From an optimization exercise on the open Yosys and OpenROAD flow, aimed at small area and a short achievable clock period; shortcuts taken in it are not production practice.
Function was checked by simulation only, so behaviour that the tests miss may differ from the original.

==> flow/design.v (outline; a module is shown in full before it is edited, if it fits) <==
// module P_MUL: 7643 lines
// module pm_fa: 4 lines
// module pm_ha: 4 lines
// module pm_pgn: 4 lines
// module pm_pgp: 4 lines
// module pm_gn: 3 lines
// module pm_gp: 3 lines
// module pm_inv: 3 lines
module P_MUL(
    clk,
    rst_n,
    in_1,
    in_2,
    in_3,
    in_4,
    in_valid,
    out_valid,
    out
);
  // ...
==> flow/flow/run.sh <==
#!/bin/bash
# Own layout flow: the standard layout (standard.sh: the standard synthesis
# and ORFS steps, unchanged) with two settings passed through the environment:
#  - the port buffers inserted before global placement are buf_2 cells
#    (every input and output port still gets its own buffer);
set -euo pipefail
export BUFFER_PORTS_ARGS="-buffer_cell sky130_fd_sc_hd__buf_2"
export SETUP_SLACK_MARGIN=5.8
bash standard.sh finish > standard.log 2>&1
==> flow/standard.sh <==
#!/bin/bash
# synth_recipe.tcl (not shown) runs the flow's synth.tcl, then flattens the netlist and writes it again
# the make line also repeats each setting of config.mk as NAME=value (left out here)
make -C /OpenROAD-flow-scripts/flow DESIGN_CONFIG=/design/flow/config.mk WORK_HOME=/design/flow/orfs CLKGATE_MAP_FILE= SYNTH_SCRIPT=/design/flow/synth_recipe.tcl "${@:-finish}"
==> flow/config.mk <==
export PLATFORM = sky130hd
export DESIGN_NAME = P_MUL
export DESIGN_NICKNAME = P_MUL
export VERILOG_FILES = /design/flow/design.v
export SDC_FILE = /design/flow/constraint.sdc
export NUM_CORES = 4
export LEC_CHECK = 0
export CAP_MARGIN = 20
export CORE_MARGIN = 2
export CORE_UTILIZATION = 30
export PLACE_DENSITY = 0.5
export SLEW_MARGIN = 20
export SYNTH_HIERARCHICAL = 1
==> flow/constraint.sdc <==
create_clock -name core_clock -period 9.0 [get_ports {clk}]
set_input_delay 1.8000 -clock core_clock [delete_from_list [all_inputs] [get_ports {clk}]]
set_output_delay 1.8000 -clock core_clock [all_outputs]
set_load 0.01 [all_outputs]
==> results.ini, run 1 <==
[run_status]
outcome = no timing/DRC/antenna violations

[placed_design]
dp_slack_ps = 4810
portBuffers = 287
gp_congestion = 0.927

[synth]
ys_ff_latch = 860
synth_most_common_cell = xnor2_1
synth-compound-area-share_pct = 21.8
synth_top_family_by_area = adder cells
synth_mux_area_share_pct = 0
avgSynthCellArea_um2 = 11.9

[clocking]
root_buffer = clkbuf_16
cts_resized = 263
h-tree-depth = 3
clock_path_buffers = 3

[min_path]
hp-start = r1[3]$_DFF_P_
min_path_cells = 0

[global_route]
grt_max_degree = 50
grtUsageMet1_pct = 33.2
grt.busiest_layer = met2
use_met3_pct = 7.44

[routing]
top_layer_used = met5
wl_met1_um = 142000
ant_nets = 0

[final_layout]
largest_cell_class = multi-input gates
fin_cells = 10200
buffer_area_share_pct = 5.02
final_common_cell = xnor2_1

[worst_setup_path]
endpoint_kind = flip-flop
cp_max_fo = 32
worst-path-stages = 6
path_class = flip-flop to flip-flop
r2r-end = r1[224]$_DFF_P_

[sta]
final.setup.tns_ps = 0
holdWs_ps = 327

==> run 2, diff against run 1 <==
--- a/flow/config.mk
+++ b/flow/config.mk
@@ -8,6 +8,8 @@
 export CAP_MARGIN = 20
 export CORE_MARGIN = 2
 export CORE_UTILIZATION = 30
+export CTS_CLUSTER_DIAMETER = 100
+export CTS_CLUSTER_SIZE = 30
 export PLACE_DENSITY = 0.5
 export SLEW_MARGIN = 20
 export SYNTH_HIERARCHICAL = 1
==> run 2 against run 1 <==
  * Core utilization down 0.67 points
  * Synthesized cell count unchanged
  * Critical path depth up 5
  * Maximum frequency down 1.1%
  * Final cell count down 1.0%
  * Die area unchanged
  * Sequential cell count unchanged
  * Wire length down 0.33%
  * Largest cell class unchanged
==> results.ini, run 2 <==
[run_status]
outcome = no timing/DRC/antenna violations  ; unchanged

[final_layout]
areaGrowthSynthToFinish_pct = 11.2  ; was 13.4%
regMostFlops = r1  ; unchanged
layout-drive-gt1-share_pct = 33.7  ; was 34.6%
nets = 8114  ; was 8,168
reg.largest.list = r1: 453 flops, r2: 187 flops, out: 96 flops  ; unchanged
mostFrequentLayoutCells = xnor2_1 (1,325), fa_1 (1,085), a22oi_2 (760)  ; unchanged
final_common_cell = xnor2_1  ; unchanged
largest_reg_flops = 453  ; unchanged

[synth]
synth.largest_area_cell = fa_1  ; unchanged
avgSynthCellArea_um2 = 11.9  ; unchanged
synth_top_area_share_pct = 27.6  ; unchanged
synthFlopType = dfxtp_1  ; unchanged
synth_most_common_cell = xnor2_1  ; unchanged
synthTopCellsByCount = xnor2_1 (1,326), fa_1 (1,085), dfxtp_1 (856), a22oi_2 (760), a22oi_1 (368)  ; unchanged
ys_warn_count = 7  ; unchanged
ys_ff_latch = 860  ; unchanged
synthArstFlopShare_pct = 0.465  ; unchanged
synth_edf_count = 0  ; unchanged
synthTopCellsByArea = fa_1 (28%), dfxtp_1 (22%), xnor2_1 (15%)  ; unchanged
ys_seq_area_share_pct = 21.9  ; unchanged
syn_nets = 8177  ; unchanged
synthDistinctLibCells = 28  ; unchanged
synth_cells = 6625  ; unchanged
netlist_area_um2 = 78700  ; unchanged

[worst_setup_path]
cp.required_ps = 9690  ; was 9650 ps
path_class = input port to flip-flop  ; was flip-flop to flip-flop
cp_max_fo = 4  ; was 32
endpoint_kind = flip-flop  ; unchanged
crit_family = compound AO/OA/AOI/OAI gates  ; was adder cells
crit_path_top_delay_cell = xnor2_1  ; was fa_1
cp_num_buf_inv = 2  ; was 1
crit_arrival_ps = 3950  ; was 3870 ps
worstPathCellList = buf_2 -> ha_4 -> nand2_4 -> o21ai_4 -> a21oi_4 -> o21ai_2 -> a21oi_2 -> buf_4 -> xnor2_1 -> nand3b_1 -> o21ai_1  ; was buf_8 -> a22oi_2 -> xnor2_1 -> fa_1 -> fa_1 -> fa_1
slowest_delay_ps = 440  ; was 650 ps
startpoint_type = input port  ; was flip-flop

[min_path]
holdCritPathClass = flip-flop to flip-flop  ; unchanged

[clocking]
clock-sinks = 860  ; unchanged
clk_latency_ps = 770  ; was 790 ps
clock_path_buffers = 3  ; unchanged
h-tree-depth = 2  ; was 3
numCtsBuffers = 54  ; was 106
root_buffer = clkbuf_16  ; unchanged
cts_tree = yes  ; unchanged
path_clk_slew_ps = 100  ; was 60 ps

[run]
maxCapViolations = 0  ; unchanged

[routing]
vias_per_cell = 5.56  ; was 5.53
ant_nets = 0  ; unchanged
wl_um = 339000  ; was 340,000 um
routedWlPerCell_um = 33.5  ; was 33.3 um
vias = 56300  ; was 56,600
first_pass_iters = 6  ; unchanged
drt_iter0_markers = 6297  ; was 6,452
route.detailed.drc = 0  ; unchanged

[placed_design]
gp_congestion = 0.927  ; unchanged
dp_hpwl_um = 219000  ; unchanged
dp_slack_ps = 4810  ; unchanged
portBuffers = 287  ; unchanged

[sta]
tightest_slew_ps = 1030  ; was 995 ps
fmax_mhz = 307  ; was 310 MHz
drv_slew = 0  ; unchanged
finalWorstSetupSlack_ps = 5740  ; was 5770 ps
setup_viol = 0  ; unchanged
rsz0062_at_grt = true  ; unchanged
clock_skew_ps = 47.7  ; was 55.8 ps
fin_crit_ps = 3260  ; was 3230 ps
hold_viol = 0  ; unchanged
min_period_over_period_pct = 36.2  ; was 35.8%
maxSlewHeadroom_pct = 31.0  ; was 33.2%
final.setup.tns_ps = 0  ; unchanged

[global_route]
antenna_found_initial = 8  ; was 12
grt_pass1_wl_um = 467000  ; was 468,000 um
grt_overflow = 0  ; unchanged
grt_pass1_vias = 60000  ; was 60,600
grt_max_degree = 50  ; unchanged
track_usage_pct = 24.7  ; about the same

[floorplan]
die_area_um2 = 266000  ; unchanged
rows = 188  ; unchanged
design.portCount = 288  ; unchanged
fp.dieH_um = 516  ; unchanged
core-area_um2 = 262000  ; unchanged
start_util_pct = 30.1  ; unchanged
die_w_um = 516  ; unchanged

[run 2: cell counts after synthesis]
Identical to the previous run, type by type.
[run 2: area by class of cell]
type                            instances  area, um2
Tap cell                             3515       4400
Timing Repair Buffer                  510       4490
Fill cell                           26300     174000
Antenna cell                            2       5.00
Multi-Input combinational cell       4991      58200
Clock inverter                         41        777
Sequential cell                       860      17600
Clock buffer                           59       1420
Inverter                              145        544
[run 2: final timing paths]
| kind | from | cells past startpoint | to | slack [ps] |
|---|---|---|---|---|
| max reg2reg | sa[34]$_DFF_P_ | 6 | r1[215]$_DFF_P_ | 5770 |
| min | r1[3]$_DFF_P_ | 0 | r2[3]$_DFF_P_ | 340 |
| min in group asynchronous | rst_n | 1 | vld[3]$_DFF_PN0_ | 840 |
| min reg2reg | r1[3]$_DFF_P_ | 0 | r2[3]$_DFF_P_ | 340 |
| max in group asynchronous | rst_n | 1 | vld[1]$_DFF_PN0_ | 8050 |
| max | in_4[3] | 11 | two[16]$_DFF_P_ | 5740 |
[run 2: per-module statistics from Yosys (local to each module, per instance)]
| module | cell area, um2 | copies in the design | flops+latches | cells inside |
|---|---|---|---|---|
| pm_gp | 5.00 | 44 | 0 | 1 |
| P_MUL | 48600 | 1 | 860 | 4370 |
| pm_fa | 20.0 | 1085 | 0 | 1 |
| pm_gn | 8.76 | 138 | 0 | 1 |
| pm_pgn | 12.5 | 214 | 0 | 2 |
| pm_inv | 3.75 | 63 | 0 | 1 |
| pm_ha | 12.5 | 157 | 0 | 1 |
| pm_pgp | 12.5 | 170 | 0 | 2 |
[run 2: worst register-to-register path, cell delays in order (launching register included)]
cell and delay, ps:
dfxtp_4 630, buf_8 440, a22oi_2 250, xnor2_1 180, fa_1 490, fa_1 650
fa_1 470
[run 2: cells by family after synthesis]
logic type / Yosys count / share of synthesized area, %
AOI/OAI and AO/OA: 1716 / 21.8
xor gates and xnor gates: 1383 / 15.5
adders and majority gates: 1361 / 32.0
buffers and inverters: 774 / 6.10
DFF: 860 / 21.9
and+or+nand+nor: 531 / 2.68
[run 2: metrics by stage]
step / cell area (um2) / instances / hold slack, ps / utilization [%]
after floorplan: 80000 / 6625 / 310 / -
after CTS: 86300 / 10100 / 338 / 33.0
after detailed placement: 82800 / 9929 / 312 / 31.6
after global routing: 87500 / 10100 / 342 / 33.4
final: 87500 / 10100 / 338 / 33.4
after global placement: 82800 / 9929 / 312 / 31.6
[run 2: per-layer routing]
metal | track usage, % | up-vias | routed length [um]
met4 | 9.56 | 2 | 15800
met2 | 36.8 | 3928 | 143000
li1 | - | 22300 | -
met1 | 33.4 | 29200 | 142000
met5 | 0 | - | 13
met3 | 7.13 | 923 | 38300
[run 2: timing repair]
item | 4_1_cts | 5_1_grt
buffers inserted | 26 | 66
resized for setup | 256 | 148
hold buffers | 0 | 0
setup endpoints to repair | 430 | 155
pin swaps | 10 | 35
endpoints found under the hold margin | 0 | 0
==> run 3, diff against run 2 <==
==> flow/flow/run.sh (replaced) <==
#!/bin/bash
set -euo pipefail
export BUFFER_PORTS_ARGS="-buffer_cell sky130_fd_sc_hd__buf_2"
export SETUP_SLACK_MARGIN=5.8
bash standard.sh synth > synth.log 2>&1
R=orfs/results/${FLOW_PLATFORM}/P_MUL/base
LIB=${FLOW_HOME}/platforms/${FLOW_PLATFORM}/lib/sky130_fd_sc_hd__tt_025C_1v80.lib \
ODB_IN=$R/1_synth.odb ODB_OUT=$R/1_synth.odb \
  openroad -no_init -exit flow/downsize.tcl > downsize.log 2>&1
touch $R/1_synth.sdc
bash standard.sh finish > standard.log 2>&1
==> flow/flow/downsize.tcl (new file) <==
# Downsize the combinational cells that synthesis (ABC) upsized to their
# smallest (_1) variant; timing repair later upsizes only where needed.
read_liberty $::env(LIB)
read_db $::env(ODB_IN)
set n 0
foreach inst [[ord::get_db_block] getInsts] {
  set m [[$inst getMaster] getName]
  if {[regexp {^(sky130_fd_sc_hd__(a22oi|a21oi|o21ai|o22ai|a21o|o21a|xnor2|xor2|nand2|nor2|nand3|nor3|inv|and2|or2|a211oi|o211ai|a31oi|o31ai|nand2b|nor2b|mux2i|a2bb2oi|o2bb2ai|xnor3|xor3|ha|fa))_([0-9]+)$} $m -> base kind size]} {
    if {$size > 1} {
      set new [[ord::get_db] findMaster ${base}_1]
      if {$new != "NULL"} { $inst swapMaster $new; incr n }
    }
  }
}
puts "downsized $n instances"
write_db $::env(ODB_OUT)
--- a/flow/config.mk
+++ b/flow/config.mk
@@ -8,8 +8,6 @@
 export CAP_MARGIN = 20
 export CORE_MARGIN = 2
 export CORE_UTILIZATION = 30
-export CTS_CLUSTER_DIAMETER = 100
-export CTS_CLUSTER_SIZE = 30
 export PLACE_DENSITY = 0.5
 export SLEW_MARGIN = 20
 export SYNTH_HIERARCHICAL = 1
==> run 3 against run 2 <==
  * Maximum frequency fell by 1.2%
  * Sequential cell count unchanged
  * Register-to-register slack worse by 70 ps
  * Die area down 7.4%
  * Final area fell by 5.1%
  * Global-route usage up 1.8 points
  * Hold slack lost 9.9 ps
  * Still clean on timing, DRC and antenna
  * Area after synthesis down 7.4%
==> results.ini, run 3 <==
[worst_setup_path]
crit_arrival_ps = 3970  ; was 3950 ps
slowest_delay_ps = 850  ; was 440 ps
crit_top_cell = fa_1
startpoint = two[11]$_DFF_P_  ; was in_4[3]
worstPathCellList = buf_16 -> a22oi_1 -> xnor2_1 -> fa_1 -> fa_1 -> fa_1  ; was buf_2 -> ha_4 -> nand2_4 -> o21ai_4 -> a21oi_4 -> o21ai_2 -> a21oi_2 -> buf_4 -> xnor2_1 -> nand3b_1 -> o21ai_1
path_class = flip-flop to flip-flop  ; was input port to flip-flop
rr_startpoint = two[11]$_DFF_P_  ; was sa[34]$_DFF_P_
cp_max_fo = 25  ; was 4
crit_path_top_delay_cell = dfxtp_4  ; was xnor2_1
startpoint_type = flip-flop  ; was input port
endpoint_kind = flip-flop  ; unchanged
cp.required_ps = 9660  ; was 9690 ps

[placed_design]
dp_slack_ps = 4770  ; was 4810 ps
placedInstanceArea_um2 = 76100  ; was 82,800 um2
dp_hpwl_um = 196000  ; was 219,000 um
portBuffers = 287  ; unchanged
dpl.cell_count = 9540  ; was 9,929
gp_congestion = 0.900  ; was 0.927

[clocking]
root_buffer = clkbuf_16  ; unchanged
h-tree-depth = 3  ; was 2
cts_hold_buf = 0  ; unchanged
clock-sinks = 860  ; unchanged
numCtsBuffers = 104  ; was 54
clk_latency_ps = 810  ; was 770 ps
cts_tree = yes  ; unchanged
path_clk_slew_ps = 70  ; was 100 ps
clock_path_buffers = 3  ; unchanged

[final_layout]
areaGrowthSynthToFinish_pct = 14.0  ; was 11.2%
fin_cells = 9884  ; was 10,100
layout-drive-gt1-share_pct = 16.1  ; was 33.7%
design_area_um2 = 83100  ; was 87,500 um2
n_fill_cell = 23900  ; was 26,300
nets = 8134  ; was 8,114
largest_reg_flops = 453  ; unchanged
regMostFlops = r1  ; unchanged
mostFrequentLayoutCells = xnor2_1 (1,326), a22oi_1 (1,128), fa_1 (1,085)  ; was xnor2_1 (1,325), fa_1 (1,085), a22oi_2 (760)
reg.largest.list = r1: 453 flops, r2: 187 flops, out: 96 flops  ; unchanged
final_common_cell = xnor2_1  ; unchanged

[sta]
final.setup.tns_ps = 0  ; unchanged
finalWorstSetupSlack_ps = 5700  ; was 5740 ps
fin_crit_ps = 3300  ; was 3260 ps
min_period_over_period_pct = 36.7  ; was 36.2%
maxSlewHeadroom_pct = 24.9  ; was 31.0%
setup_viol = 0  ; unchanged
clock_skew_ps = 64.4  ; was 47.7 ps
tightest_slew_ps = 1130  ; was 1030 ps
drv_slew = 0  ; unchanged
rsz0062_at_grt = true  ; unchanged
hold_viol = 0  ; unchanged
fmax_mhz = 303  ; was 307 MHz

[floorplan]
die_area_um2 = 247000  ; was 266,000 um2
fp.dieH_um = 497  ; was 516 um
die_w_um = 497  ; was 516 um
start_util_pct = 30.2  ; was 30.1%
core-area_um2 = 241000  ; was 262,000 um2
design.portCount = 288  ; unchanged
rows = 180  ; was 188

[global_route]
grt_max_degree = 55  ; was 50
track_usage_pct = 26.4  ; was 24.7%
antenna_found_initial = 28  ; was 8
grt_pass1_wl_um = 467000  ; about the same
grt_overflow = 0  ; unchanged
grt_pass1_vias = 60700  ; was 60,000

[synth]
netlist_area_um2 = 72900  ; was 78,700 um2
ys_warn_count = 7  ; unchanged
avgSynthCellArea_um2 = 11.0  ; was 11.9 um2
synth_cells = 6625  ; unchanged
syn_nets = 8177  ; unchanged

[routing]
vias_per_cell = 6.12  ; was 5.56
routedWlPerCell_um = 37.8  ; was 33.5 um
wl_um = 373000  ; was 339,000 um
ant_nets = 0  ; unchanged
drt_iter0_markers = 9589  ; was 6,297
vias = 60500  ; was 56,300
route.detailed.drc = 0  ; unchanged
first_pass_iters = 12  ; was 6

[run]
maxCapViolations = 0  ; unchanged

[min_path]
holdCritPathClass = flip-flop to flip-flop  ; unchanged
hp-start = r2[0]$_DFF_P_  ; was r1[3]$_DFF_P_

[run_status]
outcome = no timing/DRC/antenna violations  ; unchanged

[run 3: cell types whose count changed in the layout (fill, tap and decap cells not counted), moves of 27 or more]
cell / previous run / this run
a21oi_1: 0 / 250
a21oi_2: 326 / 84
a22oi_1: 368 / 1128
a22oi_2: 760 / 0
buf_16: 8 / 45
buf_8: 53 / 19
clkbuf_16: 55 / 104
diode_2: 2 / 29
o21ai_1: 25 / 181
o21ai_2: 179 / 26
[run 3: repair_timing]
item,CTS,global route
endpoints found under the setup margin,372,197
gates resized for setup,82,145
setup buffers,34,87
pin swaps,9,45
[run 3: critical path: cells and delay by family (launching register included)]
kind | cells | cell delay, ps
AO/OA/AOI/OAI | 1 | 150
buffers and inverters | 1 | 360
flip-flops | 1 | 850
adder cells (fa/ha/maj) | 3 | 1530
XOR/XNOR | 1 | 250
[run 3: metal layers]
metal  track usage (%)  up-vias  wire (um)
met3              10.4     1804      58000
met5             0.251        -        801
met1              34.2    30300     138000
li1                  -    22400          -
met2              38.2     5984     146000
met4              13.0       38      29800
[run 3: final cells by class]
type	count	area, um2	area share (%)
clock inverter	67	832	1.00
antenna	29	72.6	0.0874
tap	3185	3990	4.80
sequential	860	17600	21.2
multi-input combinational	4991	52600	63.3
inverter	145	544	0.655
timing repair buffer	480	4610	5.55
clock buffer	127	2820	3.39
[run 3: stage by stage]
stage	utilization (%)	hold slack, ps
2_1_floorplan	-	310
3_3_place_gp	31.6	311
3_5_place_dp	31.6	313
4_1_cts	33.5	328
5_1_grt	34.4	333
6_report	34.5	328
[run 3: final timing paths]
check                           cells past startpoint                to  slack, ps
min in group asynchronous                           1  vld[0]$_DFF_PN0_        840
max in group asynchronous                           1  vld[3]$_DFF_PN0_       8050
worst min register to register                      0    out[0]$_DFF_P_        330
worst max register to register                      6   r1[192]$_DFF_P_       5700
worst max-delay path                                6   r1[192]$_DFF_P_       5700
worst min-delay path                                0    out[0]$_DFF_P_        330

what the ideal ports hide:
The flow's constraints put no driver on any port. The routed layouts listed below were extracted and timed again, unchanged, in two steps. Step 1: set_driving_cell puts a clkbuf_16 on clk and a buf_2 on each other input, an assumption about the parent block. Step 2 moves the port delays by t, midway between the first and last clock arrival at a register: inputs arrive t later, outputs are due t later. That takes back most of the time a late clock gives input paths. a / b / c = ideal ports / drivers / drivers and shift; a / b = the first two.
run | t (ns) | slack for setup (ns) | cell pins on the clock port's net
run 1 | 0.851 | 5.775 / 5.775 / 5.035 | 1
run 2 | 0.835 | 5.738 / 5.769 / 4.972 | 1
run 3 | 0.859 | 5.697 / 5.697 / 5.020 | 1
After both steps every run listed still meets setup and hold. The setup slack of run 2, which loses most, moves by +0.031 ns with the drivers and by -0.766 ns with both steps.
